Context: an optimization exercise on an open-source flow, tuned for small area, a short achievable clock period and few clock cycles. The choices shown serve that exercise and are no tape-out recipe.
Function was not checked in any run shown here: the RTL went through the layout flow alone.
Power is estimated from default activity; no workload was simulated.

===== standard.sh =====
#!/bin/bash
# synth_recipe.tcl (not shown) runs the flow's synth.tcl, then flattens the netlist and writes it again
# the make line also repeats each setting of config.mk as NAME=value (left out here)
make -C /OpenROAD-flow-scripts/flow DESIGN_CONFIG=/design/flow/config.mk WORK_HOME=/design/flow/orfs CLKGATE_MAP_FILE= SYNTH_SCRIPT=/design/flow/synth_recipe.tcl "${@:-finish}"

===== flow/run.sh =====
#!/bin/bash
# Layout flow: the standard ORFS flow, with these changes:
#  - synthesis does not extract full/half adder cells (ADDER_MAP_FILE empty),
#    so ABC maps all of the arithmetic itself;
#  - the port buffers are sky130_fd_sc_hd__buf_2 cells;
#  - clock tree: large sink clusters driven by clkbuf_16 cells.
set -euo pipefail
bash standard.sh ADDER_MAP_FILE= \
  "BUFFER_PORTS_ARGS=-buffer_cell sky130_fd_sc_hd__buf_2" \
  "CTS_ARGS=-sink_clustering_enable -repair_clock_nets -sink_clustering_size 24 -sink_clustering_max_diameter 200 -buf_list sky130_fd_sc_hd__clkbuf_8 -root_buf sky130_fd_sc_hd__clkbuf_16" \
  finish > make_finish.log 2>&1

===== config.mk =====
export PLATFORM = sky130hd
export DESIGN_NAME = ELA
export DESIGN_NICKNAME = ELA
export VERILOG_FILES = /design/flow/design.v
export SDC_FILE = /design/flow/constraint.sdc
export NUM_CORES = 8
export LEC_CHECK = 0
export CAP_MARGIN = 20
export CORE_MARGIN = 2
export CORE_UTILIZATION = 40
export SETUP_SLACK_MARGIN = 4.5
export SLEW_MARGIN = 20

===== design.v =====
`timescale 1ns/10ps
module ELA(clk, rst, in_data, data_rd, req, wen, addr, data_wr, done);
	input				clk;
	input				rst;
	input		[7:0]	in_data;
	input		[7:0]	data_rd;
	output				req;
	output	reg			wen;
	output	reg	[9:0]	addr;
	output	reg	[7:0]	data_wr;	 
	output				done;
	reg			interp, fin;
	reg			s_rb, s_w;	 
	reg	[7:0]	x;	 
	reg	[7:0]	y;	 
	reg	[7:0]	pp;	 
	reg	[7:0]	q;	 
	reg	[7:0]	r;	 
	reg	[7:0]	dreg, areg;	 
	reg	[7:0]	m;			 
	wire s_rt = ~s_rb & ~s_w;
	assign req  = ~interp;
	assign done = fin;
	function [7:0] absd;
		input [7:0] x, y;
		reg [7:0] g, e, G1, E1, G2, E2, G3, E3, bo, bo2;
		integer i;
		begin
			g = x & ~y;
			e = ~(x ^ y);
			for (i = 0; i < 8; i = i + 1)
				if (i % 2 == 1) begin G1[i] = g[i] | e[i] & g[i-1]; E1[i] = e[i] & e[i-1]; end
				else begin G1[i] = g[i]; E1[i] = e[i]; end
			for (i = 0; i < 8; i = i + 1)
				if (i % 4 >= 2) begin G2[i] = G1[i] | E1[i] & G1[(i/4)*4+1]; E2[i] = E1[i] & E1[(i/4)*4+1]; end
				else begin G2[i] = G1[i]; E2[i] = E1[i]; end
			for (i = 0; i < 8; i = i + 1)
				if (i >= 4) begin G3[i] = G2[i] | E2[i] & G2[3]; E3[i] = E2[i] & E2[3]; end
				else begin G3[i] = G2[i]; E3[i] = E2[i]; end
			bo  = {~(G3[6:0] | E3[6:0]), 1'b0};
			bo2 = {G3[6:0], 1'b0};
			absd = G3[7] ? (~e ^ bo) : (~e ^ bo2);
		end
	endfunction
	function [7:0] avg8;
		input [7:0] x, y;
		reg [7:0] g, p, G1, P1, G2, P2, G3, P3;
		integer i;
		begin
			g = x & y; p = x ^ y;
			for (i = 0; i < 8; i = i + 1)
				if (i % 2 == 1) begin G1[i] = g[i] | p[i] & g[i-1]; P1[i] = p[i] & p[i-1]; end
				else begin G1[i] = g[i]; P1[i] = p[i]; end
			for (i = 0; i < 8; i = i + 1)
				if (i % 4 >= 2) begin G2[i] = G1[i] | P1[i] & G1[(i/4)*4+1]; P2[i] = P1[i] & P1[(i/4)*4+1]; end
				else begin G2[i] = G1[i]; P2[i] = P1[i]; end
			for (i = 0; i < 8; i = i + 1)
				if (i >= 4) begin G3[i] = G2[i] | P2[i] & G2[3]; P3[i] = P2[i] & P2[3]; end
				else begin G3[i] = G2[i]; P3[i] = P2[i]; end
			avg8 = {G3[7], p[7:1] ^ G3[6:0]};
		end
	endfunction
	function le8;
		input [7:0] v, u;
		reg [7:0] g, e;
		reg g10, e10, g32, e32, g54, e54, g76, e76, g30, g74, e74;
		begin
			g = v & ~u;
			e = ~(v ^ u);
			g10 = g[1] | e[1] & g[0]; e10 = e[1] & e[0];
			g32 = g[3] | e[3] & g[2]; e32 = e[3] & e[2];
			g54 = g[5] | e[5] & g[4]; e54 = e[5] & e[4];
			g76 = g[7] | e[7] & g[6]; e76 = e[7] & e[6];
			g30 = g32 | e32 & g10;
			g74 = g76 | e76 & g54; e74 = e76 & e54;
			le8 = ~(g74 | e74 & g30);
		end
	endfunction
	wire [8:0] ix = {addr[9:6], addr[4:0]};
	wire [8:0] kst = {s_rb, s_rb, s_rb, s_rt & interp, s_rb, s_rb, s_rb,
			s_rb | s_w, s_w | ~interp & wen};
	function [8:0] add9;
		input [8:0] u, v;
		integer j; reg c;
		begin
			c = 1'b0;
			for (j = 0; j < 9; j = j + 1) begin
				add9[j] = u[j] ^ v[j] ^ c;
				c = (u[j] & v[j]) | (c & (u[j] ^ v[j]));
			end
		end
	endfunction
	wire [8:0] i_next = add9(ix, kst);
	always @(posedge clk) begin
		dreg <= absd(x, y);
		areg <= avg8(x, y);
	end
	wire edge_col = (ix[4:0] == 5'd1) || (ix[4:0] == 5'd2);
	wire take = s_w | le8(dreg, m) | (s_rb & edge_col);
	always @(posedge clk) begin
		if (take)
			m <= dreg;
		if (!interp)
			data_wr <= in_data;
		else if (take)
			data_wr <= areg;
	end
	always @(posedge clk or posedge rst) begin
		if (rst) begin
			interp <= 1'b0;
			fin <= 1'b0;
			s_rb <= 1'b0;
			s_w <= 1'b0;
			wen <= 1'b0;
			addr <= 10'd0;
		end else if (fin) begin
			wen <= 1'b0;
		end else begin
			addr <= {i_next[8:5], interp & s_rb, i_next[4:0]};
			if (!interp) begin
				wen <= ~(wen & (&ix));
				if (wen & (&ix))
					interp <= 1'b1;
			end else begin
				s_rb <= s_rt;
				s_w <= s_rb;
				wen <= s_rb & (ix[8:1] != 8'd16);
				if (s_rb && ix == 9'd1)
					fin <= 1'b1;
			end
		end
	end
	always @(posedge clk) begin
		if (s_rt) begin
			x <= data_rd; r <= x;
		end else if (s_rb) begin
			x <= r; y <= data_rd; r <= x;
		end else begin
			x <= pp; y <= q; pp <= r; q <= y;
		end
	end
endmodule

===== constraint.sdc =====
create_clock -name core_clock -period 7.0 [get_ports {clk}]
set_input_delay 1.4000 -clock core_clock [delete_from_list [all_inputs] [get_ports {clk}]]
set_output_delay 1.4000 -clock core_clock [all_outputs]
set_load 0.01 [all_outputs]

==> results of run 1 <==
-- synth_stat cells (3+ instances only) --
cell and instances:
sky130_fd_sc_hd__nand2_1 24, sky130_fd_sc_hd__xnor2_1 15, sky130_fd_sc_hd__buf_1 3, sky130_fd_sc_hd__nor2b_1 7, sky130_fd_sc_hd__edfxtp_1 48, sky130_fd_sc_hd__inv_1 22, sky130_fd_sc_hd__mux2_2 17, sky130_fd_sc_hd__clkbuf_1 6
sky130_fd_sc_hd__xor2_1 13, sky130_fd_sc_hd__maj3_2 11, sky130_fd_sc_hd__nand2b_1 9, sky130_fd_sc_hd__a21o_1 3, sky130_fd_sc_hd__o21ai_0 15, sky130_fd_sc_hd__mux2i_1 15, sky130_fd_sc_hd__a21oi_1 7, sky130_fd_sc_hd__nand3_1 5
sky130_fd_sc_hd__dfxtp_1 24, sky130_fd_sc_hd__nor2_1 19, sky130_fd_sc_hd__nor3_1 3, sky130_fd_sc_hd__o21ai_1 3, sky130_fd_sc_hd__maj3_1 7, sky130_fd_sc_hd__dfrtp_1 15
-- final timing paths --
path	from	to	slack (ns)	depth (start not counted)
max	dreg[0]	data_wr[6]	4.44	7
min	dreg[0]	m[0]	0.43	0
max reg2reg	dreg[0]	data_wr[6]	4.44	7
min reg2reg	dreg[0]	m[0]	0.43	0
max in group asynchronous	rst	interp	5.46	2
min in group asynchronous	rst	addr[2]	1.11	2
-- state kept, by name (all words and copies together), names as in the netlist, 8 cells and up --
signal / cells
dreg: 8
m: 8
pp: 8
addr: 10
q: 8
x: 8
data_wr: 8
y: 8
r: 8
areg: 8
-- final cells by class --
type                    instances  share of cell area
clock inverters                 6              0.0167
inverters                      22              0.0177
flip-flops and latches         87               0.495
repair buffers                 49              0.0586
clock buffers                  10              0.0513
well taps                     133              0.0357
multi-input cells             204               0.325
-- per-stage QoR --
step           power (mW)  hold slack (ns)  std cells  utilization
6_report             1.13            0.427        511        0.483
4_1_cts              1.15            0.441        501        0.474
5_1_grt              1.17            0.441        511        0.483
3_5_place_dp        0.648            0.423        485        0.441
2_1_floorplan       0.629            0.406        323            -
3_3_place_gp        0.646            0.424        485        0.441
-- routing by layer --
layer,global-route usage,up-vias,part of all wire
met5,0,-,0
met4,0.0658,0,0.019
met3,0.0271,10,0.033
met2,0.216,45,0.43
met1,0.199,1159,0.52
li1,-,1240,-
-- where the power goes --
group	switching, mW	leakage [nW]	total [mW]	internal (mW)
Clock	0.176	0.165	0.494	0.318
Sequential	0.0122	0.860	0.576	0.564
Combinational	0.0323	0.838	0.0597	0.0274
-- logic make-up (layout without fill, tap and decap cells) --
kind of cell	after synthesis	count (layout)	synth area share
DFF	87	87	0.588
and+or+nand+nor	76	76	0.0945
AOI/OAI and AO/OA	50	50	0.0862
muxes	32	32	0.0875
buffers and inverters	32	87	0.0311
xor gates and xnor gates	28	28	0.0628
adders and majority gates	18	18	0.0497
-- repair_timing --
item                                    CTS  global route
endpoints found under the setup margin   19            22
buffers inserted                          0            10
resized for setup                         3             6
pin swaps                                 1             1
==> impl.org, run 1 <==
** Synth
- Number of flip-flops and latches in the synthesized netlist :: 87
- Number of flops mapped to enable cells by yosys :: 48
- Each instance of the synthesized netlist takes up on average 12.1 sq um.
- Number of instances in the synthesized netlist :: between 300 and 400
- Most instantiated flip-flop cell in the synthesis netlist :: sky130_fd_sc_hd__edfxtp_1
- In the post-synthesis netlist, the biggest area contributors are sky130_fd_sc_hd__edfxtp_1 (37%), sky130_fd_sc_hd__dfxtp_1 (12%), sky130_fd_sc_hd__dfrtp_1 (9.6%).
- Net count of the mapped netlist :: 341
- Synthesized area :: 0.00390 sq mm
- Ys async rst share :: 0.172
- Of the synthesized area, sequential elements account for 0.588.
- The share of synthesized area in the top cell type comes to 0.369.
- Cell accounting for the most synthesized area :: sky130_fd_sc_hd__edfxtp_1
- For this run, the number of Yosys warnings is 1.
- Yosys mapped the design onto 48 distinct sky130hd cell types.

** Power
- VDD IR-drop max :: ~0.14 mV
- For this design the ratio of total power to cell area is 243 mW/mm^2.
- Leakage power :: 1.86 nW

** STA
- Total negative slack :: 0 ns
- For the final database, setup skew stands at around 0.011 ns.
- Headroom to the max-slew limit came out at 0.562.
- Setup violations remaining at the end of the flow were counted as 0.
- The number of endpoints with negative hold slack in the final report came to 0.
- Crit path time final :: 2.56 ns
- For this run, the top clock speed supported by timing is 0.390 GHz.
- Slew at the pin closest to its max-slew limit :: 0.656 ns
- Across all setup checks in the final design, the least slack found is between 4 and 5 ns.
- Setup repair after global routing could not meet its margin everywhere.
- The final number of max-transition violations came to 0.
- In the finished design, the share of the clock period the worst path needs comes to 0.366.

** Routing
- Number of antenna-violating nets in the routed design :: 0
- Number of vias per cell after detailed routing :: 4.80
- In the routed design, unresolved DRC markers number 0.
- Vias post-DR :: roughly 2.5k
- Routed WL :: 6970 microns
- The pre-antenna-repair detailed-routing pass consisted of 4 iterations.
- Per-cell routed wire length :: 13.6 microns
- Initial DRC Count :: around 120

** Clock tree
- CTS Buffer Depth :: 2
- Number of hold buffers added after CTS :: 0
- Cts bufs inserted :: 9
- Later-pin clock latency in the skew report :: roughly 0.33 ns
- Sinks on Clock Net :: 87
- TritonCTS built the clock tree.
- Clk pin slew, worst setup/hold paths :: 0.06 ns
- Clock root buffer :: sky130_fd_sc_hd__clkbuf_16
- CTS built an H-tree with a depth of 3.

** Cells and area
- Across the whole layout, storage elements account for 0.00231 sq mm.
- For this run, the post-layout net count is around 390.
- After routing the design area is 0.00466 sq mm.
- Synth-to-Final Area Change :: 19.3%
- Antenna diode instance count :: 0
- Fill cell count :: 916
- Share of layout cells above drive strength 1 :: 0.283
- Most frequent cells in the layout :: sky130_fd_sc_hd__edfxtp_1 (48), sky130_fd_sc_hd__buf_2 (38), sky130_fd_sc_hd__nand2_1 (24)
- Area used by multi-input combinational logic :: 0.00151 sq mm
- Leaving out fill and tap cells, the most frequent cell in the layout is sky130_fd_sc_hd__edfxtp_1.

** Hold path
- Worst Hold Class :: reg2reg

** GRT
- The first global-routing pass estimated ~11,000 microns of wire.
- The via count of the first global-routing pass is about 2.3k.
- After global routing the overflow that remains totals 0.
- Across every metal layer, demand over resource in global routing totals 0.143.
- Pin count of the biggest net entering global routing :: 28
- The initial antenna violation count came to 0.

** Job
- The tool flagged a number of max-cap violations equal to 0.

** Outcome
- The flow ran to the end and the layout has no timing, DRC or antenna violations.

** Worst setup path
- STA classifies the critical path startpoint as a register.
- The cell family contributing the most delay on the critical path is adder cells.
- CP max FO :: 8
- Bufs and invs on worst path :: 0
- In this design, the stage delay of the slowest critical-path cell is around 0.35 ns.
- Cells traversed along the worst timing path :: nor2b_4, maj3_2, maj3_2, maj3_2, maj3_2, maj3_2, o211ai_4
- Kind of critical path :: reg2reg
- Data on the critical path is required at its endpoint by 7.00 ns.
- Worst EP arrival :: 2.56 ns
- STA classifies the critical path endpoint as a register.
- Among the stages of the critical path, the cell type that occurs most often is sky130_fd_sc_hd__maj3_2.
- On the critical path, the stage with the largest delay is an instance of sky130_fd_sc_hd__maj3_2.

** Die
- Standard-cell rows :: 36
- Die Footprint :: 0.0106 sq mm
- The initial utilization of the core area, before any placement, comes to 0.405.
- The floorplan step defined a core boundary enclosing between 0.009 and 0.01 sq mm.
- Die Span Y :: 103 microns
- For this design the top-level I/O count stands at 39.
- The floorplan step set the die width to 103 microns.

** Place
- The wire-length estimate of the detail-placed layout is 4920 microns.
- Number of port buffers :: 38
- The placed instances occupy a cell area of 0.00425 sq mm.
- The congestion estimate from routability-driven global placement came to 0.796.
- Worst slack at placement :: 4.41 ns
==> run 2: changes to the inputs <==
--- a/flow/run.sh
+++ b/flow/run.sh
@@ -9,3 +9,3 @@
   "BUFFER_PORTS_ARGS=-buffer_cell sky130_fd_sc_hd__buf_2" \
-  "CTS_ARGS=-sink_clustering_enable -repair_clock_nets -sink_clustering_size 24 -sink_clustering_max_diameter 200 -buf_list sky130_fd_sc_hd__clkbuf_8 -root_buf sky130_fd_sc_hd__clkbuf_16" \
+  "CTS_ARGS=-sink_clustering_enable -repair_clock_nets -sink_clustering_size 30 -sink_clustering_max_diameter 200 -buf_list sky130_fd_sc_hd__clkbuf_16 -root_buf sky130_fd_sc_hd__clkbuf_16" \
   finish > make_finish.log 2>&1
==> run 2 against run 1 <==
Against the previous run:
- via count about the same
- non-clock buffer count unchanged
- synthesized area unchanged
- clock-buffer cell count unchanged
- combinational power about the same
- final cell count unchanged
- critical path depth unchanged
- die area unchanged
- clock power down 5.3%
==> impl.org, run 2 <==
** Place
- The final weighted congestion in routability-driven placement was 0.796 (unchanged).
- The placed standard-cell area came to 0.00425 sq mm (unchanged).
- Number of port buffers :: 38 (unchanged)
- The post-DP HPWL came to 4920 microns (unchanged).

** Worst setup path
- Cell repeated most along the worst path :: sky130_fd_sc_hd__maj3_2 (unchanged)
- The signal arrival time at the worst endpoint is 2.56 ns (about the same).
- Launch instance of the worst register-to-register path :: dreg[0] (unchanged)
- The highest cell delay on the worst timing path is 0.35 ns (about the same).
- CP max FO :: 8 (unchanged)
- Type of origin of the critical path :: register (unchanged)
- The data required time of the worst path is 7.00 ns (about the same).
- Cells traversed along the worst timing path: nor2b_4, maj3_2, maj3_2, maj3_2, maj3_2, maj3_2, o211ai_4 (unchanged).
- CP endpoint kind :: register (unchanged)
- Kind of critical path :: reg2reg (unchanged)
- Critical-path top delay cell :: sky130_fd_sc_hd__maj3_2 (unchanged)
- First element of the critical path :: dreg[0] (unchanged)

** Synth
- The total nets after synthesis is 341 (unchanged).
- Synth area leaders :: sky130_fd_sc_hd__edfxtp_1 (37%), sky130_fd_sc_hd__dfxtp_1 (12%), sky130_fd_sc_hd__dfrtp_1 (9.6%) (unchanged)
- Most instantiated flip-flop cell in the synthesis netlist :: sky130_fd_sc_hd__edfxtp_1 (unchanged)
- The library cell with the highest instance count after synthesis is sky130_fd_sc_hd__edfxtp_1 (unchanged).
- The synthesized area was 0.00390 sq mm (unchanged).
- Sequential-to-total area share from yosys stat :: 0.588 (unchanged)
- The count of flip-flops with a built-in enable after synthesis is 48 (unchanged).
- Ys async rst share :: 0.172 (unchanged)
- The total of warnings raised by yosys is 1 (unchanged).
- Most used standard cells in the synthesized netlist :: sky130_fd_sc_hd__edfxtp_1 (48), sky130_fd_sc_hd__dfxtp_1 (24), sky130_fd_sc_hd__nand2_1 (24) (unchanged)
- Post-Synthesis Mean Instance Area :: 12.1 sq um (unchanged)
- The most area-hungry cell type in the Yosys netlist is sky130_fd_sc_hd__edfxtp_1 (unchanged).
- The area share of the largest cell type after synthesis came to 0.369 (unchanged).
- Number of instances in the synthesized netlist :: 323 (unchanged)
- Post-synthesis cell type count :: 48 (unchanged)
- The flip-flop and latch count after synthesis was 87 (unchanged).

** STA
- Crit path time final :: 2.56 ns (unchanged)
- The final number of max-transition violations is 0 (unchanged).
- Final number of hold-violating endpoints :: 0 (unchanged)
- The slew of the pin with the lowest slew margin came to 0.656 ns (about the same).
- The total negative slack is 0 ns (unchanged).
- Worst slew margin :: 0.562 (unchanged)
- Setup clock skew after layout :: 0.0113 ns (unchanged)
- The fmax came to 0.390 GHz (unchanged).
- RSZ-0062 raised after global routing :: true (unchanged)
- Share of the clock period used by the worst path after layout :: 0.366 (unchanged)
- Endpoints failing setup :: 0 (unchanged)

** Routing
- The total detailed-routing wirelength is 6960 microns (was 6970 microns).
- Pre-antenna DRT Iters :: 4 (unchanged)
- DRC violations left :: 0 (unchanged)
- The average wire per cell in the routed design is 13.6 microns (about the same).
- Vias post-DR :: 2,453 (was 2,454)
- The via density per instance was 4.80 (about the same).
- Number of antenna-violating nets in the routed design :: 0 (unchanged)
- Initial DRC Count :: 119 (unchanged)

** Cells and area
- Area used by multi-input combinational logic :: 0.00151 sq mm (unchanged)
- Final Net Count :: 391 (unchanged)
- Antenna diode instance count :: 0 (unchanged)
- Most frequent cells in the layout: sky130_fd_sc_hd__edfxtp_1 (48), sky130_fd_sc_hd__buf_2 (38), sky130_fd_sc_hd__nand2_1 (24) (unchanged).
- The area overhead of the layout relative to synthesis was 18.9% (was 19.3%).
- The area used by sequential logic in the layout was 0.00231 sq mm (unchanged).
- The most flop-heavy register is addr (unchanged).
- The number of flip-flops under the largest register name was 10 (unchanged).
- The share of cells above drive strength 1 is 0.280 (was 0.283).
- Most common cell after layout, fill and taps aside :: sky130_fd_sc_hd__edfxtp_1 (unchanged)
- Fill cell count :: 916 (unchanged)
- The cell area after layout is 0.00464 sq mm (was 0.00466 sq mm).

** Clock tree
- The number of levels in the clock H-tree came to 3 (unchanged).
- The CTS tree is yes (unchanged).
- The root buffer selected by CTS was sky130_fd_sc_hd__clkbuf_16 (unchanged).
- Later-pin clock latency in the skew report :: 0.33 ns (about the same)
- The TritonCTS buffer count was 9 (unchanged).
- The total of hold buffers inserted after clock tree synthesis came to 0 (unchanged).
- Clk pin slew, worst setup/hold paths :: 0.06 ns (about the same)
- Sinks on Clock Net :: 87 (unchanged)
- CTS Buffer Depth :: 2 (unchanged)

** GRT
- The global routing usage summed across all routing layers was 0.143 (unchanged).
- Grt ovf :: 0 (unchanged)
- The global-route wire length before repair was 11,300 microns (unchanged).
- Number of global-route vias before repair :: 2,301 (unchanged)
- The initial antenna violation count came to 0 (unchanged).
- The largest net degree at the start of global routing came to 28 (unchanged).

** Power
- The power density over the cells is 238 mW/mm^2 (was 243 mW/mm^2).
- VDD IR-drop max :: 0.138 mV (about the same)
- Leakage power :: 1.86 nW (about the same)

** Die
- The number of rows created at floorplan came to 36 (unchanged).
- The floorplan die height was 103 microns (unchanged).
- Initial cell density of the core :: 0.405 (unchanged)
- Die Footprint :: 0.0106 sq mm (unchanged)
- Core Region :: 0.00964 sq mm (unchanged)
- Width of the chip :: 103 microns (unchanged)
- I/O pin count :: 39 (unchanged)

** Outcome
- Status :: timing/DRC/antenna clean (unchanged)

** Hold path
- The start point of the worst hold path was dreg[0] (unchanged).
- Worst Hold Class :: reg2reg (unchanged)

** Job
- Max-cap viol count :: 0 (unchanged)
run 2: cell types whose count changed in the layout (fill, tap and decap cells not counted), sizes merged:
| cell | before | now |
|---|---|---|
| clkinv | 2 | 3 |
| bufinv | 2 | 1 |
run 2: stage by stage:
| step | utilization | power [mW] | hold WS, ns | setup slack (ns) | instances |
|---|---|---|---|---|---|
| 2_1_floorplan | - | 0.629 | 0.406 | 4.50 | 323 |
| 3_3_place_gp | 0.441 | 0.646 | 0.424 | 4.43 | 485 |
| 3_5_place_dp | 0.441 | 0.648 | 0.423 | 4.41 | 485 |
| 4_1_cts | 0.473 | 1.12 | 0.441 | 4.38 | 501 |
| 5_1_grt | 0.482 | 1.15 | 0.441 | 4.33 | 511 |
| 6_report | 0.482 | 1.10 | 0.427 | 4.44 | 511 |
run 2: what timing repair did:
action,in CTS,in global routing
gates resized for setup,3,6
setup buffers,0,10
pin swaps,1,1
setup endpoints to repair,19,22
run 2: worst paths after layout:
check,slack (ns),depth (start not counted),to
setup / recovery,4.44,7,data_wr[6]
hold / removal,0.43,0,m[0]
setup reg to reg,4.44,7,data_wr[6]
max in group asynchronous,5.46,2,interp
min in group asynchronous,1.11,2,addr[2]
hold reg to reg,0.43,0,m[0]
run 2: kinds of logic after synthesis:
family                     count (synthesis)  share of synthesized area
DFF                                       87                      0.588
and+or+nand+nor                           76                     0.0945
AOI/OAI and AO/OA                         50                     0.0862
buffers and inverters                     32                     0.0311
muxes                                     32                     0.0875
xor gates and xnor gates                  28                     0.0628
adders and majority gates                 18                     0.0497
run 2: layout make-up:
class / count / area share
Sequential cell: 87 / 0.497
Clock buffer: 10 / 0.0539
Clock inverter: 6 / 0.0111
Multi-Input combinational cell: 204 / 0.326
Timing Repair Buffer: 49 / 0.0588
Tap cell: 133 / 0.0358
Inverter: 22 / 0.0178
run 2: critical path, delay by kind of cell, from the launching register on:
kind | cells | cell delay (ns)
compound gates | 1 | 0.30
fa+ha+maj | 5 | 1.52
flops | 1 | 0.32
simple gates | 1 | 0.11
run 2: power breakdown:
| group | switching, mW | internal [mW] |
|---|---|---|
| clock | 0.175 | 0.293 |
| sequential | 0.0122 | 0.564 |
| combinational | 0.0323 | 0.0274 |
run 2: per-layer routing:
layer,part of all wire,global-route usage,routed length [microns],vias to the layer above
li1,-,-,-,1240
met1,0.52,0.199,3630,1158
met2,0.43,0.216,2970,45
met3,0.033,0.0271,228,10
met4,0.019,0.0658,134,0
met5,0,0,0,-
==> run 3: changes to the inputs <==
--- a/config.mk
+++ b/config.mk
@@ -10,3 +10,3 @@
 export CORE_UTILIZATION = 40
-export SETUP_SLACK_MARGIN = 4.5
+export SETUP_SLACK_MARGIN = 4.7
 export SLEW_MARGIN = 20
==> run 3 against run 2 <==
Against the previous run:
- clock power hardly changed
- final cell count rose by 3.7%
- clock skew shrank 0.00051 ns
- still clean on timing, DRC and antenna
- via count grew 3.5%
- wire length up 5.5%
- sequential share of layout area shrank 2.7 points
- first-iteration DRC count is 10% lower
- maximum frequency is essentially flat
- clock-buffer cell count stayed put
- sequential cell count stayed put
- design area is 6.0% higher
==> impl.org, run 3 <==
** Outcome
- Status :: timing/DRC/antenna clean (unchanged)

** Die
- Die Span Y :: 103 microns (unchanged)
- The total I/O pin count was 39 (unchanged).
- The number of rows created at floorplan came to 36 (unchanged).
- The core outline area came to 0.00964 sq mm (unchanged).
- Die Footprint :: 0.0106 sq mm (unchanged)
- The die width is 103 microns (unchanged).
- The effective utilization at floorplan was 0.405 (unchanged).

** Power
- The proportion of power drawn by the clock network was 0.422 (was 0.424).
- The share of power burned in registers is 0.521 (was 0.522).
- Power Total :: 1.11 mW (was 1.10 mW)
- The power share of the combinational group was 0.058 (was 0.054).
- Leakage power :: 1.97 nW (was 1.86 nW)
- The internal portion of total power came to 886 uW (was 884 uW).
- The switching fraction of total power is 0.201 (was 0.199).
- VDD IR-drop max :: 0.144 mV (was 0.138 mV)
- Net switching component of the power :: 223 uW (was 220 uW)
- Cell Pwr Density :: 225 mW/mm^2 (was 238 mW/mm^2)

** Worst setup path
- The endpoint type of the worst setup path is a register (unchanged).
- The register-to-register setup slack was 4.44 ns (about the same).
- CP max FO :: 8 (unchanged)
- The kind of critical path is reg2reg (unchanged).
- Launch instance of the worst register-to-register path :: dreg[0] (unchanged)
- The origin of the worst setup path is dreg[0] (unchanged).
- The nature of the critical path startpoint was a register (unchanged).
- R2R cell count :: 7 (unchanged)
- The endpoint of the most critical register-to-register path was data_wr[6] (unchanged).
- The data required time of the worst path came to 7.00 ns (about the same).
- The signal arrival time at the worst endpoint was 2.56 ns (about the same).

** Synth
- The adder-cell share of the synthesized area came to 0.0497 (unchanged).
- The mean cell area of the mapped netlist was 12.1 sq um (unchanged).
- The share of the synthesized area in compound gates (AO/OA/AOI/OAI) is 0.0862 (unchanged).
- Most used standard cells in the synthesized netlist :: sky130_fd_sc_hd__edfxtp_1 (48), sky130_fd_sc_hd__dfxtp_1 (24), sky130_fd_sc_hd__nand2_1 (24) (unchanged)
- Number of flops mapped to enable cells by yosys :: 48 (unchanged)
- Top-count cell post-synth :: sky130_fd_sc_hd__edfxtp_1 (unchanged)
- Synthesized area :: 0.00390 sq mm (unchanged)
- The prevailing post-synth register cell is sky130_fd_sc_hd__edfxtp_1 (unchanged).
- The total of warnings raised by yosys is 1 (unchanged).
- Synth area leaders :: sky130_fd_sc_hd__edfxtp_1 (37%), sky130_fd_sc_hd__dfxtp_1 (12%), sky130_fd_sc_hd__dfrtp_1 (9.6%) (unchanged)
- The simple-gate share of the synthesized area is 0.0945 (unchanged).
- The flip-flop and latch count after synthesis came to 87 (unchanged).
- The total nets after synthesis was 341 (unchanged).
- Xor and xnor area share after synthesis :: 0.0628 (unchanged)
- Cell accounting for the most synthesized area :: sky130_fd_sc_hd__edfxtp_1 (unchanged)
- Ys async rst share :: 0.172 (unchanged)
- Sequential-to-total area share from yosys stat :: 0.588 (unchanged)
- The number of distinct library cells after synthesis is 48 (unchanged).
- The mux contribution to synthesized area is 0.0875 (unchanged).
- The area share of the largest cell type after synthesis came to 0.369 (unchanged).
- The dominant combinational cell family by area after synthesis was simple AND/OR/NAND/NOR gates (unchanged).
- Number of instances in the synthesized netlist :: 323 (unchanged)

** Hold path
- The endpoint of the worst hold path is m[0] (unchanged).
- The type of the most critical hold path was reg2reg (unchanged).
- Cell count of the worst hold path :: 0 (unchanged)
- Start point of the worst min-delay path :: dreg[0] (unchanged)

** GRT
- The total grt overflow came to 0 (unchanged).
- Number of antenna violations at the first check in global routing :: 0 (unchanged)
- The largest net degree at the start of global routing came to 28 (unchanged).
- Number of global-route vias before repair :: 2,429 (was 2,301)
- The global-route wire length before repair is 11,900 microns (was 11,300 microns).
- Overall Global Routing Usage :: 0.148 (was 0.143)

** Routing
- Number of vias per cell after detailed routing :: 4.79 (was 4.80)
- The first-iteration detailed-routing DRC count was 107 (was 119).
- Number of antenna-violating nets in the routed design :: 0 (unchanged)
- The count of TritonRoute iterations in the first routing pass is 4 (unchanged).
- Vias post-DR :: 2,538 (was 2,453)
- Per-cell routed wire length :: 13.9 microns (was 13.6 microns)
- The total detailed-routing wirelength is 7350 microns (was 6960 microns).
- The number of remaining DRC errors came to 0 (unchanged).

** STA
- Setup clock skew after layout :: 0.0108 ns (was 0.0113 ns)
- RSZ-0062 raised after global routing :: true (unchanged)
- The fmax was 0.390 GHz (about the same).
- Slew at the pin closest to its max-slew limit :: 0.659 ns (was 0.656 ns)
- Worst slew margin :: 0.560 (was 0.562)
- Total negative slack :: 0 ns (unchanged)
- The final number of max-transition violations was 0 (unchanged).
- The part of the cycle the worst path needs is 0.366 (about the same).
- Endpoints failing setup :: 0 (unchanged)
- The minimum clock period after layout is 2.56 ns (about the same).
- The number of endpoints with negative hold slack in the final report is 0 (unchanged).

** Clock tree
- The clock transition at the registers of the reported paths was 0.06 ns (about the same).
- CTS Buffer Depth :: 2 (unchanged)
- Sinks on Clock Net :: 87 (unchanged)
- Later-pin clock latency in the skew report :: 0.33 ns (about the same)
- Cts bufs inserted :: 9 (unchanged)
- Htree depth :: 3 (unchanged)
- TritonCTS clock tree :: yes (unchanged)
- Clock root buffer :: sky130_fd_sc_hd__clkbuf_16 (unchanged)

** Place
- The final weighted congestion in routability-driven placement came to 0.796 (unchanged).
- The count of port buffers added during placement came to 38 (unchanged).
- DPL Wire Length :: 4920 microns (unchanged)

** Cells and area
- The area overhead of the layout relative to synthesis was 26.0% (was 18.9%).
- The final layout net count is 410 (was 391).
- Most frequent cells in the layout: sky130_fd_sc_hd__edfxtp_1 (48), sky130_fd_sc_hd__buf_2 (36), sky130_fd_sc_hd__buf_4 (28) (was sky130_fd_sc_hd__edfxtp_1 (48), sky130_fd_sc_hd__buf_2 (38), sky130_fd_sc_hd__nand2_1 (24)).
- Share of layout cells above drive strength 1 :: 0.363 (was 0.280)
- The count of filler cells inserted in the layout came to 891 (was 916).
- Most common cell after layout, fill and taps aside :: sky130_fd_sc_hd__edfxtp_1 (unchanged)
- The most flop-heavy register was addr (unchanged).
- Antenna diode instance count :: 0 (unchanged)
- Largest register FFs :: 10 (unchanged)

** Job
- The reported max-cap violation count was 0 (unchanged).
## run 3: layout make-up
class,instances,area (sq um),area share
clock buffer,10,250,0.0509
clock inverter,6,51.3,0.0104
inverter,22,82.6,0.0168
multi-input combinational,204,1620,0.328
sequential,87,2310,0.470
tap,133,166,0.0338
timing repair buffer,68,444,0.0903
## run 3: kinds of logic after synthesis
logic type / Yosys count
multiplexers: 32
XOR/XNOR: 28
adder cells (fa/ha/maj): 18
AO/OA/AOI/OAI: 50
buffers and inverters: 32
AND/OR/NAND/NOR: 76
flip-flops: 87
## run 3: layer usage
metal / track usage / vias to the layer above / part of all wire
li1: - / 1275 / -
met1: 0.207 / 1210 / 0.50
met2: 0.229 / 43 / 0.45
met3: 0.0264 / 10 / 0.030
met4: 0.0638 / 0 / 0.018
met5: 0 / - / 0
## run 3: worst max path at each step
stage               slack (ns)  depth (start not counted)          to
finish                    4.44                          7  data_wr[6]
global route              4.33                          7  data_wr[6]
floorplan                 4.50                          7  data_wr[0]
CTS                       4.41                          7  data_wr[6]
global placement          4.43                          7  data_wr[5]
detailed placement        4.41                          7  data_wr[6]
## run 3: what timing repair did
action	in CTS	in global routing
pin swaps	8	12
setup buffers	17	12
hold buffers	0	0
resized for setup	22	17
setup endpoints to repair	54	45
## run 3: per-stage QoR
step / util / setup slack [ns] / instance area (sq um) / hold slack, ns / std cells
2_1_floorplan: - / 4.50 / 3930 / 0.406 / 323
3_3_place_gp: 0.441 / 4.43 / 4250 / 0.424 / 485
3_5_place_dp: 0.441 / 4.41 / 4250 / 0.423 / 485
4_1_cts: 0.494 / 4.41 / 4760 / 0.441 / 518
5_1_grt: 0.511 / 4.33 / 4920 / 0.441 / 530
6_report: 0.511 / 4.44 / 4920 / 0.427 / 530
## run 3: worst max-delay path, stage by stage, from the launching register on
cell	delay (ns)
sky130_fd_sc_hd__dfxtp_2	0.32
sky130_fd_sc_hd__nor2b_4	0.11
sky130_fd_sc_hd__maj3_2	0.28
sky130_fd_sc_hd__maj3_2	0.29
sky130_fd_sc_hd__maj3_2	0.30
sky130_fd_sc_hd__maj3_2	0.30
sky130_fd_sc_hd__maj3_2	0.35
sky130_fd_sc_hd__o211ai_4	0.30
## run 3: power groups by stage
stage                     clock network [mW]  registers [mW]  logic [mW]
after floorplan                            0           0.584      0.0450
after CTS                              0.484           0.577      0.0624
after detailed placement                   0           0.587      0.0610
final                                  0.468           0.577      0.0639
after global placement                     0           0.586      0.0600
after global routing                   0.499           0.581      0.0713
==> run 4: changes to the inputs <==
--- a/design.v
+++ b/design.v
@@ -83,9 +83,18 @@
 		input [8:0] u, v;
-		integer j; reg c;
+		reg [8:0] g, p, G1, P1, G2, P2, G3, P3, G4;
+		integer j;
 		begin
-			c = 1'b0;
-			for (j = 0; j < 9; j = j + 1) begin
-				add9[j] = u[j] ^ v[j] ^ c;
-				c = (u[j] & v[j]) | (c & (u[j] ^ v[j]));
-			end
+			g = u & v; p = u ^ v;
+			for (j = 0; j < 9; j = j + 1)
+				if (j % 2 == 1) begin G1[j] = g[j] | p[j] & g[j-1]; P1[j] = p[j] & p[j-1]; end
+				else begin G1[j] = g[j]; P1[j] = p[j]; end
+			for (j = 0; j < 9; j = j + 1)
+				if (j % 4 >= 2) begin G2[j] = G1[j] | P1[j] & G1[(j/4)*4+1]; P2[j] = P1[j] & P1[(j/4)*4+1]; end
+				else begin G2[j] = G1[j]; P2[j] = P1[j]; end
+			for (j = 0; j < 9; j = j + 1)
+				if (j % 8 >= 4) begin G3[j] = G2[j] | P2[j] & G2[3]; P3[j] = P2[j] & P2[3]; end
+				else begin G3[j] = G2[j]; P3[j] = P2[j]; end
+			G4 = G3;
+			G4[8] = G3[8] | P3[8] & G3[7];
+			add9 = p ^ {G4[7:0], 1'b0};
 		end
==> flow/run.sh (replaced) <==
#!/bin/bash
# Layout flow: the standard ORFS flow, with two changes:
#  - synthesis does not extract full/half adder cells (ADDER_MAP_FILE empty),
#    so ABC maps all of the arithmetic itself;
#  - the port buffers are sky130_fd_sc_hd__buf_2 cells.
set -euo pipefail
bash standard.sh ADDER_MAP_FILE= \
  "BUFFER_PORTS_ARGS=-buffer_cell sky130_fd_sc_hd__buf_2" \
  finish > make_finish.log 2>&1
--- a/config.mk
+++ b/config.mk
@@ -10,2 +10,3 @@
 export CORE_UTILIZATION = 40
+export CTS_BUF_LIST = sky130_fd_sc_hd__clkbuf_8
 export SETUP_SLACK_MARGIN = 4.7
==> run 4 against run 3 <==
Against the previous run:
- largest power group unchanged
- wire length up 9.8%
- combinational power down 3%
- hold slack better by 0.028 ns
- still clean on timing, DRC and antenna
==> impl.org, run 4 <==
** Outcome
- Status: timing/DRC/antenna clean (unchanged).

** Worst setup path
- Critical path data required time :: 7.24 ns (was 7.00 ns)
- Worst EP arrival :: 2.66 ns (was 2.56 ns)
- CP max FO :: 3 (was 8)
- CP endpoint kind :: register (unchanged)
- Kind of critical path :: reg2reg (unchanged)
- The nature of the critical path startpoint is a register (unchanged).

** STA
- The fmax is 0.413 GHz (was 0.390 GHz).
- Worst slew margin :: 0.486 (was 0.560)
- Endpoints failing setup :: 0 (unchanged)
- Slew at the pin closest to its max-slew limit :: 0.770 ns (was 0.659 ns)
- The number of endpoints with negative hold slack in the final report is 0 (unchanged).
- Total negative slack :: 0 ns (unchanged)
- Crit path time final :: 2.42 ns (was 2.56 ns)
- RSZ-0062 raised after global routing :: true (unchanged)
- The final number of max-transition violations came to 0 (unchanged).
- The least setup slack across all paths after layout was 4.58 ns (was 4.44 ns).
- Share of the clock period used by the worst path after layout :: 0.346 (was 0.366)
- Setup clock skew after layout :: 0.0124 ns (was 0.0108 ns)

** Cells and area
- The share of cells above drive strength 1 is 0.368 (was 0.363).
- The final layout net count was 429 (was 410).
- The most flop-heavy register was addr (unchanged).
- Synth-to-Final Area Change :: 26.8% (was 26.0%)
- Most frequent cells in the layout: sky130_fd_sc_hd__edfxtp_1 (48), sky130_fd_sc_hd__buf_4 (43), sky130_fd_sc_hd__buf_2 (30) (was sky130_fd_sc_hd__edfxtp_1 (48), sky130_fd_sc_hd__buf_2 (36), sky130_fd_sc_hd__buf_4 (28)).
- The most common cell after layout, fill and taps aside is sky130_fd_sc_hd__edfxtp_1 (unchanged).
- The number of antenna diodes is 0 (unchanged).
- Largest register FFs :: 10 (unchanged)

** Synth
- Synth area leaders: sky130_fd_sc_hd__edfxtp_1 (37%), sky130_fd_sc_hd__dfxtp_1 (12%), sky130_fd_sc_hd__dfrtp_1 (9.5%) (was sky130_fd_sc_hd__edfxtp_1 (37%), sky130_fd_sc_hd__dfxtp_1 (12%), sky130_fd_sc_hd__dfrtp_1 (9.6%)).
- Post-Synthesis Mean Instance Area :: 12.1 sq um (about the same)
- Fraction of post-synthesis cell area in the top cell type by area :: 0.365 (was 0.369)
- The prevailing post-synth register cell is sky130_fd_sc_hd__edfxtp_1 (unchanged).
- The synthesized area was 0.00395 sq mm (was 0.00390 sq mm).
- Cell accounting for the most synthesized area :: sky130_fd_sc_hd__edfxtp_1 (unchanged)
- Number of instances in the synthesized netlist :: 327 (was 323)
- Sequential-to-total area share from yosys stat :: 0.582 (was 0.588)
- Net count of the mapped netlist :: 345 (was 341)
- The library cell with the highest instance count after synthesis is sky130_fd_sc_hd__edfxtp_1 (unchanged).
- The count of flip-flops with a built-in enable after synthesis is 48 (unchanged).
- Most used standard cells in the synthesized netlist: sky130_fd_sc_hd__edfxtp_1 (48), sky130_fd_sc_hd__nand2_1 (27), sky130_fd_sc_hd__xnor2_1 (25) (was sky130_fd_sc_hd__edfxtp_1 (48), sky130_fd_sc_hd__dfxtp_1 (24), sky130_fd_sc_hd__nand2_1 (24)).
- Number of warning messages in the yosys log :: 1 (unchanged)
- Ys async rst share :: 0.172 (unchanged)
- The number of distinct library cells after synthesis came to 51 (was 48).
- The flip-flop and latch count after synthesis was 87 (unchanged).

** GRT
- Overall Global Routing Usage :: 0.167 (was 0.148)
- Grt ovf :: 0 (unchanged)
- Number of global-route vias before repair :: 2,739 (was 2,429)
- The global-route wire length before repair came to 13,500 microns (was 11,900 microns).
- Pin count of the biggest net entering global routing :: 27 (was 28)
- Number of antenna violations at the first check in global routing :: 0 (unchanged)

** Clock tree
- Clk pin slew, worst setup/hold paths :: 0.09 ns (was 0.06 ns)
- The number of sinks driven by the clock tree was 87 (unchanged).
- The root buffer selected by CTS was sky130_fd_sc_hd__clkbuf_8 (was sky130_fd_sc_hd__clkbuf_16).
- The later-pin clock latency in the skew report came to 0.35 ns (was 0.33 ns).
- Htree depth :: 3 (unchanged)
- The CTS tree was yes (unchanged).
- The TritonCTS buffer count came to 9 (unchanged).
- The total of hold buffers inserted after clock tree synthesis was 0 (unchanged).
- The deepest clock path buffer count is 2 (unchanged).

** Power
- VDD IR-drop max :: 0.109 mV (was 0.144 mV)
- The overall power of the completed layout came to 967 uW (was 1.11 mW).
- Cell Pwr Density :: 193 mW/mm^2 (was 225 mW/mm^2)
- The leakage dissipation is 1.97 nW (about the same).

** Routing
- Initial DRC Count :: 132 (was 107)
- The number of remaining DRC errors was 0 (unchanged).
- Per-cell routed wire length :: 14.7 microns (was 13.9 microns)
- Number of vias per cell after detailed routing :: 5.04 (was 4.79)
- Vias post-DR :: 2,768 (was 2,538)
- The total detailed-routing wirelength was 8070 microns (was 7350 microns).
- Pre-antenna DRT Iters :: 5 (was 4)
- The residual antenna-violating net count after detailed routing was 0 (unchanged).

** Die
- The total I/O pin count is 39 (unchanged).
- Standard-cell rows :: 36 (unchanged)
- Die Span Y :: 103 microns (about the same)
- Core Region :: 0.00968 sq mm (was 0.00964 sq mm)
- The die width was 103 microns (about the same).
- Die Footprint :: 0.0107 sq mm (was 0.0106 sq mm)
- Initial cell density of the core :: 0.408 (was 0.405)

** Place
- The post-DP HPWL was 5230 microns (was 4920 microns).
- The worst slack after detailed placement is 4.48 ns (was 4.41 ns).
- The count of port buffers added during placement came to 38 (unchanged).
- Routability cong. :: 0.880 (was 0.796)

** Job
- Max-cap viol count :: 0 (unchanged)

** Hold path
- Worst Hold Class :: reg2reg (unchanged)
==> run 4: layer usage <==
metal  GRT usage  part of all wire
met1       0.224              0.47
met2       0.267              0.48
met3      0.0349             0.035
met4      0.0628             0.017
met5           0                 0
==> run 4: logic make-up (layout without fill, tap and decap cells) <==
logic type / after synthesis / after routing / synth area share
compound gates: 59 / 59 / 0.107
xor+xnor: 33 / 33 / 0.0732
fa+ha+maj: 13 / 13 / 0.0352
buf+inv: 32 / 121 / 0.0307
flops: 87 / 87 / 0.582
mux: 33 / 33 / 0.0887
simple gates: 70 / 70 / 0.0827
==> run 4: cell type report <==
class / instances / area (sq um)
clock buffer: 9 / 124
sequential: 87 / 2310
timing repair buffer: 85 / 608
clock inverter: 7 / 58.8
inverter: 20 / 81.3
tap: 133 / 166
fill: 850 / 4680
multi-input combinational: 208 / 1650
==> run 4: final timing paths <==
check | endpoint | startpoint | slack (ns) | cells after the start
worst max register to register | areg[7] | y[0] | 4.58 | 7
worst min register to register | pp[5] | r[5] | 0.46 | 0
worst min-delay path | pp[5] | r[5] | 0.46 | 0
worst max-delay path | areg[7] | y[0] | 4.58 | 7
min in group asynchronous | addr[2] | rst | 1.09 | 2
max in group asynchronous | interp | rst | 5.49 | 2
==> run 4: stage by stage <==
| step | std cells | area, sq um | hold slack, ns | utilization |
|---|---|---|---|---|
| floorplan | 327 | 3950 | 0.406 | - |
| global placement | 487 | 4270 | 0.430 | 0.440 |
| detailed placement | 487 | 4270 | 0.433 | 0.440 |
| CTS | 538 | 4850 | 0.448 | 0.501 |
| global route | 549 | 5000 | 0.469 | 0.517 |
| finish | 549 | 5000 | 0.455 | 0.517 |
==> run 4: repair_timing <==
action                                  in CTS  in global routing
resized for setup                           37                 15
endpoints found under the setup margin      37                 46
pin swaps                                   19                  7
setup buffers                               35                 11
==> run 4: critical path, stage by stage, from the launching register on <==
cell                       delay (ns)
sky130_fd_sc_hd__edfxtp_1        0.48
sky130_fd_sc_hd__a21oi_2         0.22
sky130_fd_sc_hd__nor3_1          0.07
sky130_fd_sc_hd__a211o_1         0.28
sky130_fd_sc_hd__maj3_2          0.33
sky130_fd_sc_hd__maj3_2          0.32
sky130_fd_sc_hd__maj3_2          0.32
sky130_fd_sc_hd__maj3_2          0.30
==> run 4: where the power goes <==
part	total [mW]	switching [mW]	internal (mW)
Sequential	0.576	0.0140	0.562
Combinational	0.0621	0.0318	0.0303
Clock	0.329	0.169	0.160
==> run 5: changes to the inputs <==
--- a/config.mk
+++ b/config.mk
@@ -11,3 +11,3 @@
 export CTS_BUF_LIST = sky130_fd_sc_hd__clkbuf_8
-export SETUP_SLACK_MARGIN = 4.7
+export SETUP_SLACK_MARGIN = 4.6
 export SLEW_MARGIN = 20
==> run 5 against run 4 <==
Against the previous run:
- clock skew grew 0.0054 ns
- sequential cell count did not move
- die area unchanged
- critical path depth did not move
- global-route usage shrank 0.38 points
- total power grew 10%
- non-clock buffer count shrank 3
- wire length up 2.7%
- final cell count fell by 0.55%
- worst setup slack worse by 0.049 ns
- synthesized cell count unchanged
- largest power group unchanged
- clock power grew about 30%
==> impl.org, run 5 <==
** Clock tree
- Clk pin slew, worst setup/hold paths :: 0.10 ns (was 0.09 ns)
- Cts bufs inserted :: 9 (unchanged)
- The number of sinks driven by the clock tree came to 87 (unchanged).
- Htree depth :: 3 (unchanged)
- The later-pin clock latency in the skew report was 0.36 ns (was 0.35 ns).
- Clock root buffer :: sky130_fd_sc_hd__clkbuf_8 (unchanged)
- The deepest clock path buffer count was 2 (unchanged).
- The total of hold buffers inserted after clock tree synthesis came to 0 (unchanged).
- The CTS tree was yes (unchanged).

** Synth
- Top-count cell post-synth :: sky130_fd_sc_hd__edfxtp_1 (unchanged)
- Most used standard cells in the synthesized netlist: sky130_fd_sc_hd__edfxtp_1 (48), sky130_fd_sc_hd__nand2_1 (27), sky130_fd_sc_hd__xnor2_1 (25) (unchanged).
- Most instantiated flip-flop cell in the synthesis netlist :: sky130_fd_sc_hd__edfxtp_1 (unchanged)
- The synthesized area came to 0.00395 sq mm (unchanged).
- Synth area leaders: sky130_fd_sc_hd__edfxtp_1 (37%), sky130_fd_sc_hd__dfxtp_1 (12%), sky130_fd_sc_hd__dfrtp_1 (9.5%) (unchanged).
- Number of instances in the synthesized netlist :: 327 (unchanged)
- Sequential-to-total area share from yosys stat :: 0.582 (unchanged)
- Fraction of post-synthesis cell area in the top cell type by area :: 0.365 (unchanged)
- Number of flops mapped to enable cells by yosys :: 48 (unchanged)
- The total nets after synthesis is 345 (unchanged).
- Number of warning messages in the yosys log :: 1 (unchanged)
- The mean cell area of the mapped netlist is 12.1 sq um (unchanged).
- Cell accounting for the most synthesized area :: sky130_fd_sc_hd__edfxtp_1 (unchanged)
- Ys async rst share :: 0.172 (unchanged)
- Post-synthesis cell type count :: 51 (unchanged)
- The flip-flop and latch count after synthesis was 87 (unchanged).

** Cells and area
- Largest register by flop count :: addr (unchanged)
- Final Core Density :: 0.513 (was 0.517)
- Fill cell count :: 848 (was 850)
- Largest register FFs :: 10 (unchanged)
- Design area :: 0.00496 sq mm (was 0.00500 sq mm)
- Final Net Count :: 426 (was 429)
- The number of antenna diodes was 0 (unchanged).
- Most frequent cells in the layout :: sky130_fd_sc_hd__edfxtp_1 (48), sky130_fd_sc_hd__buf_4 (43), sky130_fd_sc_hd__buf_2 (37) (was sky130_fd_sc_hd__edfxtp_1 (48), sky130_fd_sc_hd__buf_4 (43), sky130_fd_sc_hd__buf_2 (30))
- The multi-input gate area in the final layout is 0.00162 sq mm (was 0.00165 sq mm).
- The most common cell after layout, fill and taps aside was sky130_fd_sc_hd__edfxtp_1 (unchanged).
- FF+latch area :: 0.00231 sq mm (about the same)
- Share of layout cells above drive strength 1 :: 0.370 (was 0.368)
- Synth-to-Final Area Change :: 25.7% (was 26.8%)

** Routing
- The residual antenna-violating net count after detailed routing was 0 (unchanged).
- Routed WL :: 8280 microns (was 8070 microns)
- The count of TritonRoute iterations in the first routing pass came to 4 (was 5).
- The average wire per cell in the routed design is 15.2 microns (was 14.7 microns).
- The number of remaining DRC errors came to 0 (unchanged).
- The via density per instance is 4.99 (was 5.04).
- The via count is 2,724 (was 2,768).
- Initial DRC Count :: 98 (was 132)

** Power
- Flop pwr share :: 0.541 (was 0.596)
- Combinational fraction of design power :: 0.056 (was 0.064)
- Clk network pwr share :: 0.403 (was 0.340)
- The power dissipated by switching net loads was 231 uW (was 215 uW).
- VDD IR-drop max :: 0.136 mV (was 0.109 mV)
- Pint :: 832 uW (was 752 uW)
- Net switching share of the total power :: 0.218 (was 0.222)
- The leakage dissipation came to 1.94 nW (was 1.97 nW).
- Cell Pwr Density :: 214 mW/mm^2 (was 193 mW/mm^2)

** STA
- Share of the clock period used by the worst path after layout :: 0.353 (was 0.346)
- The minimum clock period after layout is 2.47 ns (was 2.42 ns).
- Highest clock rate :: 0.405 GHz (was 0.413 GHz)
- Total negative slack :: 0 ns (unchanged)
- Slew at the pin closest to its max-slew limit :: 0.770 ns (about the same)
- RSZ-0062 raised after global routing: true (unchanged).
- The final number of max-transition violations came to 0 (unchanged).
- Final number of hold-violating endpoints :: 0 (unchanged)
- Setup clock skew after layout :: 0.0178 ns (was 0.0124 ns)
- Endpoints failing setup :: 0 (unchanged)
- The relative slew slack is 0.485 (was 0.486).

** Hold path
- The type of the most critical hold path was reg2reg (unchanged).

** Worst setup path
- The highest net fanout along the worst path came to 4 (was 3).
- The nature of the critical path startpoint was a register (unchanged).
- The endpoint type of the worst setup path is a register (unchanged).
- The kind of critical path is reg2reg (unchanged).
- The data required time of the worst path is 7.25 ns (was 7.24 ns).
- Worst EP arrival :: 2.73 ns (was 2.66 ns)

** Die
- The number of rows created at floorplan is 36 (unchanged).
- The floorplan die height is 103 microns (unchanged).
- Width of the chip :: 103 microns (unchanged)
- I/O pin count :: 39 (unchanged)
- Core Region :: 0.00968 sq mm (unchanged)
- Die Footprint :: 0.0107 sq mm (unchanged)
- The effective utilization at floorplan came to 0.408 (unchanged).

** GRT
- GR met1 Demand/Resource :: 0.215 (was 0.224)
- Global routing usage on met2 :: 0.261 (was 0.267)
- The routing usage on met3 came to 0.0484 (was 0.0349).
- The initial antenna violation count came to 0 (unchanged).
- The via count of the first global-routing pass was 2,689 (was 2,739).
- Pin count of the biggest net entering global routing :: 27 (unchanged)
- Overall Global Routing Usage :: 0.163 (was 0.167)
- The total grt overflow is 0 (unchanged).
- The global-route wire length before repair came to 13,200 microns (was 13,500 microns).
- Busiest grt layer :: met2 (unchanged)

** Place
- Routability cong. :: 0.888 (was 0.880)
- Number of port buffers :: 38 (unchanged)
- The post-DP HPWL came to 5290 microns (was 5230 microns).
- Area after DPL :: 0.00427 sq mm (unchanged)

** Outcome
- Status: timing/DRC/antenna clean (unchanged).

** Job
- The reported max-cap violation count is 0 (unchanged).
-- run 5: cell count changes in the layout (fill, tap and decap cells not counted), sizes merged --
cell	change
bufinv	+2
buf	-3
clkinv	-2
-- run 5: worst paths after layout --
check | start | endpoint | slack (ns) | cells past startpoint
setup / recovery | y[0] | areg[7] | 4.53 | 7
hold / removal | dreg[0] | m[0] | 0.45 | 0
setup reg to reg | y[0] | areg[7] | 4.53 | 7
hold reg to reg | dreg[0] | m[0] | 0.45 | 0
max in group asynchronous | rst | s_w | 5.48 | 2
min in group asynchronous | rst | addr[9] | 1.09 | 2
-- run 5: metrics by stage --
step           instances  total power, mW  setup WS (ns)  hold slack [ns]
6_report             546             1.06           4.53            0.449
5_1_grt              546             1.11           4.42            0.461
4_1_cts              522             1.07           4.51            0.452
3_5_place_dp         487            0.642           4.46            0.439
3_3_place_gp         487            0.640           4.50            0.427
2_1_floorplan        327            0.622           4.61            0.406
-- run 5: kinds of logic (layout without fill, tap and decap cells) --
family / count (synthesis) / in the layout / share of synthesized area
XOR/XNOR: 33 / 33 / 0.0732
multiplexers: 33 / 33 / 0.0887
AO/OA/AOI/OAI: 59 / 59 / 0.107
AND/OR/NAND/NOR: 70 / 70 / 0.0827
flip-flops: 87 / 87 / 0.582
adder cells (fa/ha/maj): 13 / 13 / 0.0352
buffers and inverters: 32 / 118 / 0.0307
-- run 5: worst max-delay path, cell delays in order (launching register included) --
cell and delay (ns):
sky130_fd_sc_hd__edfxtp_1 0.48, sky130_fd_sc_hd__a21oi_2 0.27, sky130_fd_sc_hd__o31ai_1 0.10, sky130_fd_sc_hd__a211o_1 0.26
sky130_fd_sc_hd__maj3_2 0.34, sky130_fd_sc_hd__maj3_2 0.32, sky130_fd_sc_hd__maj3_2 0.32, sky130_fd_sc_hd__maj3_2 0.30
-- run 5: final cells by class --
type | count | area share
flip-flops and latches | 87 | 0.466
multi-input cells | 208 | 0.327
repair buffers | 82 | 0.107
well taps | 133 | 0.0335
clock inverters | 7 | 0.0255
clock buffers | 9 | 0.0250
inverters | 20 | 0.0164
-- run 5: power by group through the flow --
stage	sequential [mW]	combinational (mW)	clock, mW
final	0.576	0.0596	0.428
after global routing	0.580	0.0678	0.463
after CTS	0.576	0.0560	0.441
after detailed placement	0.587	0.0545	0
after global placement	0.586	0.0536	0
after floorplan	0.584	0.0380	0
-- run 5: timing repair --
action	in CTS	in global routing
pin swaps	8	14
setup buffers	19	24
endpoints found under the setup margin	31	32
resized for setup	15	24
-- run 5: metal layers --
layer / part of all wire / up-vias
met4: 0.0089 / 0
met1: 0.48 / 1325
met3: 0.025 / 4
met2: 0.49 / 55
met5: 0 / -
li1: - / 1340
==> run 6: changes to the inputs <==
--- a/config.mk
+++ b/config.mk
@@ -11,3 +11,3 @@
 export CTS_BUF_LIST = sky130_fd_sc_hd__clkbuf_8
-export SETUP_SLACK_MARGIN = 4.6
+export SETUP_SLACK_MARGIN = 4.5
 export SLEW_MARGIN = 20
==> run 6 against run 5 <==
Against the previous run:
- synthesized cell count is the same
- critical endpoint unchanged
- clock skew fell by 0.0050 ns
- sequential share of layout area up 2.9 points
- register-to-register slack worse by 0.04 ns
- worst setup slack got worse by 0.040 ns
- clock-buffer cell count is the same
- total power decreased by 7.0%
- sequential power about the same
- maximum frequency decreased by 1.6%
==> impl.org, run 6 <==
** Outcome
- Status: timing/DRC/antenna clean (unchanged).

** GRT
- The initial antenna violation count is 0 (unchanged).
- Grt ovf :: 0 (unchanged)
- The via count of the first global-routing pass is 2,433 (was 2,689).
- The global routing usage summed across all routing layers is 0.154 (was 0.163).
- The largest net degree at the start of global routing is 26 (was 27).
- First-pass GRT wire length :: 12,400 microns (was 13,200 microns)

** Cells and area
- The cell area after layout came to 0.00465 sq mm (was 0.00496 sq mm).
- Fill cell count :: 893 (was 848)
- Most frequent cells in the layout :: sky130_fd_sc_hd__edfxtp_1 (48), sky130_fd_sc_hd__buf_2 (38), sky130_fd_sc_hd__nand2_1 (27) (was sky130_fd_sc_hd__edfxtp_1 (48), sky130_fd_sc_hd__buf_4 (43), sky130_fd_sc_hd__buf_2 (37))
- Final Core Density :: 0.480 (was 0.513)
- The share of cells above drive strength 1 was 0.281 (was 0.370).
- The most common cell after layout, fill and taps aside was sky130_fd_sc_hd__edfxtp_1 (unchanged).
- The multi-input gate area in the final layout was 0.00157 sq mm (was 0.00162 sq mm).
- FF+latch area :: 0.00230 sq mm (was 0.00231 sq mm)
- Final Net Count :: 401 (was 426)
- The post-route non-filler standard cell count was 521 (was 546).
- Largest register FFs :: 10 (unchanged)
- Synth-to-Final Area Change :: 17.8% (was 25.7%)
- The most flop-heavy register was addr (unchanged).
- The number of antenna diodes was 0 (unchanged).

** Routing
- Pre-antenna DRT Iters :: 4 (unchanged)
- The via density per instance is 4.91 (was 4.99).
- Vias post-DR :: 2,559 (was 2,724)
- Per-cell routed wire length :: 14.8 microns (was 15.2 microns)
- The residual antenna-violating net count after detailed routing was 0 (unchanged).
- The first-iteration detailed-routing DRC count is 77 (was 98).
- DRC violations left :: 0 (unchanged)
- The total detailed-routing wirelength is 7700 microns (was 8280 microns).

** Worst setup path
- Cells traversed along the worst timing path: a31oi_4, nor3_1, a211o_1, maj3_2, maj3_2, maj3_2, maj3_2 (was a21oi_2, o31ai_1, a211o_1, maj3_2, maj3_2, maj3_2, maj3_2).
- CP max FO :: 5 (was 4)
- The slowest cell on the critical path was sky130_fd_sc_hd__edfxtp_1 (unchanged).
- Type of origin of the critical path :: register (unchanged)
- Worst EP arrival :: 2.75 ns (was 2.73 ns)
- Delay of the slowest critical-path stage :: 0.50 ns (was 0.48 ns)
- Kind of critical path :: reg2reg (unchanged)
- The most repeated library cell on the critical path was sky130_fd_sc_hd__maj3_2 (unchanged).
- The data required time of the worst path came to 7.24 ns (was 7.25 ns).
- CP endpoint kind :: register (unchanged)

** Synth
- Post-Synthesis Mean Instance Area :: 12.1 sq um (unchanged)
- The count of mapped cells out of synthesis was 327 (unchanged).
- The sequential cell area fraction in the yosys report was 0.582 (unchanged).
- The total of warnings raised by yosys is 1 (unchanged).
- Top-count cell post-synth :: sky130_fd_sc_hd__edfxtp_1 (unchanged)
- The synthesized area was 0.00395 sq mm (unchanged).
- The total nets after synthesis came to 345 (unchanged).
- The prevailing post-synth register cell is sky130_fd_sc_hd__edfxtp_1 (unchanged).
- Number of flops mapped to enable cells by yosys :: 48 (unchanged)
- Most used standard cells in the synthesized netlist: sky130_fd_sc_hd__edfxtp_1 (48), sky130_fd_sc_hd__nand2_1 (27), sky130_fd_sc_hd__xnor2_1 (25) (unchanged).
- The number of distinct library cells after synthesis was 51 (unchanged).
- Number of flip-flops and latches in the synthesized netlist :: 87 (unchanged)
- The most area-hungry cell type in the Yosys netlist was sky130_fd_sc_hd__edfxtp_1 (unchanged).
- Synth area leaders :: sky130_fd_sc_hd__edfxtp_1 (37%), sky130_fd_sc_hd__dfxtp_1 (12%), sky130_fd_sc_hd__dfrtp_1 (9.5%) (unchanged)
- Fraction of post-synthesis cell area in the top cell type by area :: 0.365 (unchanged)
- Ys async rst share :: 0.172 (unchanged)

** STA
- The final number of max-transition violations was 0 (unchanged).
- The part of the cycle the worst path needs is 0.359 (was 0.353).
- The total negative slack was 0 ns (unchanged).
- The total setup violations reported at the end of the flow is 0 (unchanged).
- The worst hold slack across all endpoints came to 0.458 ns (was 0.449 ns).
- Setup clock skew after layout :: 0.0129 ns (was 0.0178 ns)
- The number of endpoints with negative hold slack in the final report is 0 (unchanged).
- Crit path time final :: 2.51 ns (was 2.47 ns)
- RSZ-0062 raised after global routing: true (unchanged).
- The slew of the pin with the lowest slew margin came to 0.818 ns (was 0.770 ns).
- Worst slew margin :: 0.455 (was 0.485)
- Highest clock rate :: 0.398 GHz (was 0.405 GHz)

** Power
- Leakage power :: 1.76 nW (was 1.94 nW)
- The peak ir drop on the vdd network was 0.159 mV (was 0.136 mV).
- The power density over the cells was 213 mW/mm^2 (was 214 mW/mm^2).

** Die
- Initial cell density of the core :: 0.408 (unchanged)
- The floorplan die height came to 103 microns (unchanged).
- Standard-cell rows :: 36 (unchanged)
- The core outline area came to 0.00968 sq mm (unchanged).
- The total I/O pin count came to 39 (unchanged).
- Die Footprint :: 0.0107 sq mm (unchanged)
- Width of the chip :: 103 microns (unchanged)

** Place
- DPL Wire Length :: 5290 microns (about the same)
- The number of placed cells counting well taps was 487 (unchanged).
- The count of port buffers added during placement is 38 (unchanged).
- The placed standard-cell area came to 0.00427 sq mm (unchanged).
- The final weighted congestion in routability-driven placement was 0.826 (was 0.888).

** Clock tree
- The number of sinks driven by the clock tree came to 87 (unchanged).
- The deepest clock path buffer count is 2 (unchanged).
- Later-pin clock latency in the skew report :: 0.36 ns (about the same)
- The CTS tree is yes (unchanged).
- The clock transition at the registers of the reported paths is 0.09 ns (was 0.10 ns).
- Htree depth :: 3 (unchanged)
- Clock root buffer :: sky130_fd_sc_hd__clkbuf_8 (unchanged)
- The TritonCTS buffer count was 9 (unchanged).

** Hold path
- The type of the most critical hold path is reg2reg (unchanged).

** Job
- The reported max-cap violation count came to 0 (unchanged).
run 6: cell counts after synthesis:
No cell type changed its count.
run 6: layout make-up:
cell class	instances	share of cell area
well taps	133	0.0358
clock buffers	9	0.0266
clock inverters	7	0.0169
inverters	20	0.0169
flip-flops and latches	87	0.496
multi-input cells	208	0.337
repair buffers	57	0.0716
run 6: critical path: cells and delay by family (launching register included):
family | cells | cell delay (ns)
AO/OA/AOI/OAI | 2 | 0.54
adder cells (fa/ha/maj) | 4 | 1.29
flip-flops | 1 | 0.50
AND/OR/NAND/NOR | 1 | 0.07
run 6: cells by family after synthesis:
logic type	after synthesis	share of synthesized area
adders and majority gates	13	0.0352
xor gates and xnor gates	33	0.0732
muxes	33	0.0887
and+or+nand+nor	70	0.0827
AOI/OAI and AO/OA	59	0.107
buffers and inverters	32	0.0307
DFF	87	0.582
run 6: path summary, 6_finish.rpt:
check                           start      end  slack (ns)  cells after the start
worst max-delay path             y[0]  areg[7]        4.49                      7
worst min-delay path             r[1]    pp[1]        0.46                      0
worst max register to register   y[0]  areg[7]        4.49                      7
worst min register to register   r[1]    pp[1]        0.46                      0
max in group asynchronous         rst  addr[1]        5.47                      2
min in group asynchronous         rst  addr[3]        1.10                      2
run 6: stage by stage:
stage | total power [mW] | setup WS, ns
after floorplan | 0.622 | 4.56
after global placement | 0.640 | 4.48
after detailed placement | 0.641 | 4.41
after CTS | 1.00 | 4.50
after global routing | 1.03 | 4.42
final | 0.989 | 4.49
run 6: where the power goes:
group          internal [mW]  switching (mW)  total [mW]
clock network          0.170           0.188       0.358
logic                 0.0260          0.0295      0.0555
registers              0.562          0.0136       0.576
total                  0.758           0.231       0.989
run 6: timing repair:
item,4_1_cts,5_1_grt
cloned,0,0
endpoints found under the hold margin,0,0
resized for setup,3,11
setup buffers,9,9
endpoints found under the setup margin,4,28
pin swaps,7,2
hold buffers,0,0
run 6: metal layers:
layer	GRT usage	part of all wire	vias up
li1	-	-	1285
met1	0.208	0.49	1220
met2	0.241	0.46	48
met3	0.0464	0.037	6
met4	0.0415	0.011	0
met5	0	0	-

## afterwards: timing with drivers on the ports
The results above use ideal ports. As a check the final layouts listed here were re-extracted and re-timed, cells and wires unchanged. Step 1 (the two cells are an assumption about what drives the block):
set clk [get_ports {clk}]
set_driving_cell -lib_cell sky130_fd_sc_hd__clkbuf_16 $clk
set_driving_cell -lib_cell sky130_fd_sc_hd__buf_2 [delete_from_list [all_inputs] $clk]
Step 2 adds t to the input delays and takes it off the output delays; t is the mean of the earliest and latest rising clock arrival at the registers after step 1. Input paths then give back, and output paths get back, about the clock's delay inside the block. Three values: ideal, step 1, step 2; two values: the first two.
| run | t, ns | slack for setup (ns) | worst setup path after step 2 | worst register clock-pin slew, ns | pins driven straight from the clock port |
|---|---|---|---|---|---|
| run 1 | 0.364 | 4.436 / 4.436 / 4.436 | register to register | 0.06 / 0.06 | 1 |
| run 2 | 0.364 | 4.436 / 4.436 / 4.436 | register to register | 0.06 / 0.06 | 1 |
| run 3 | 0.362 | 4.436 / 4.436 / 4.436 | register to register | 0.06 / 0.06 | 1 |
| run 4 | 0.379 | 4.577 / 4.577 / 4.577 | register to register | 0.09 / 0.09 | 1 |
| run 5 | 0.383 | 4.528 / 4.528 / 4.528 | register to register | 0.10 / 0.10 | 1 |
| run 6 | 0.385 | 4.488 / 4.488 / 4.488 | register to register | 0.10 / 0.10 | 1 |
After both steps setup and hold are still met in every run listed.
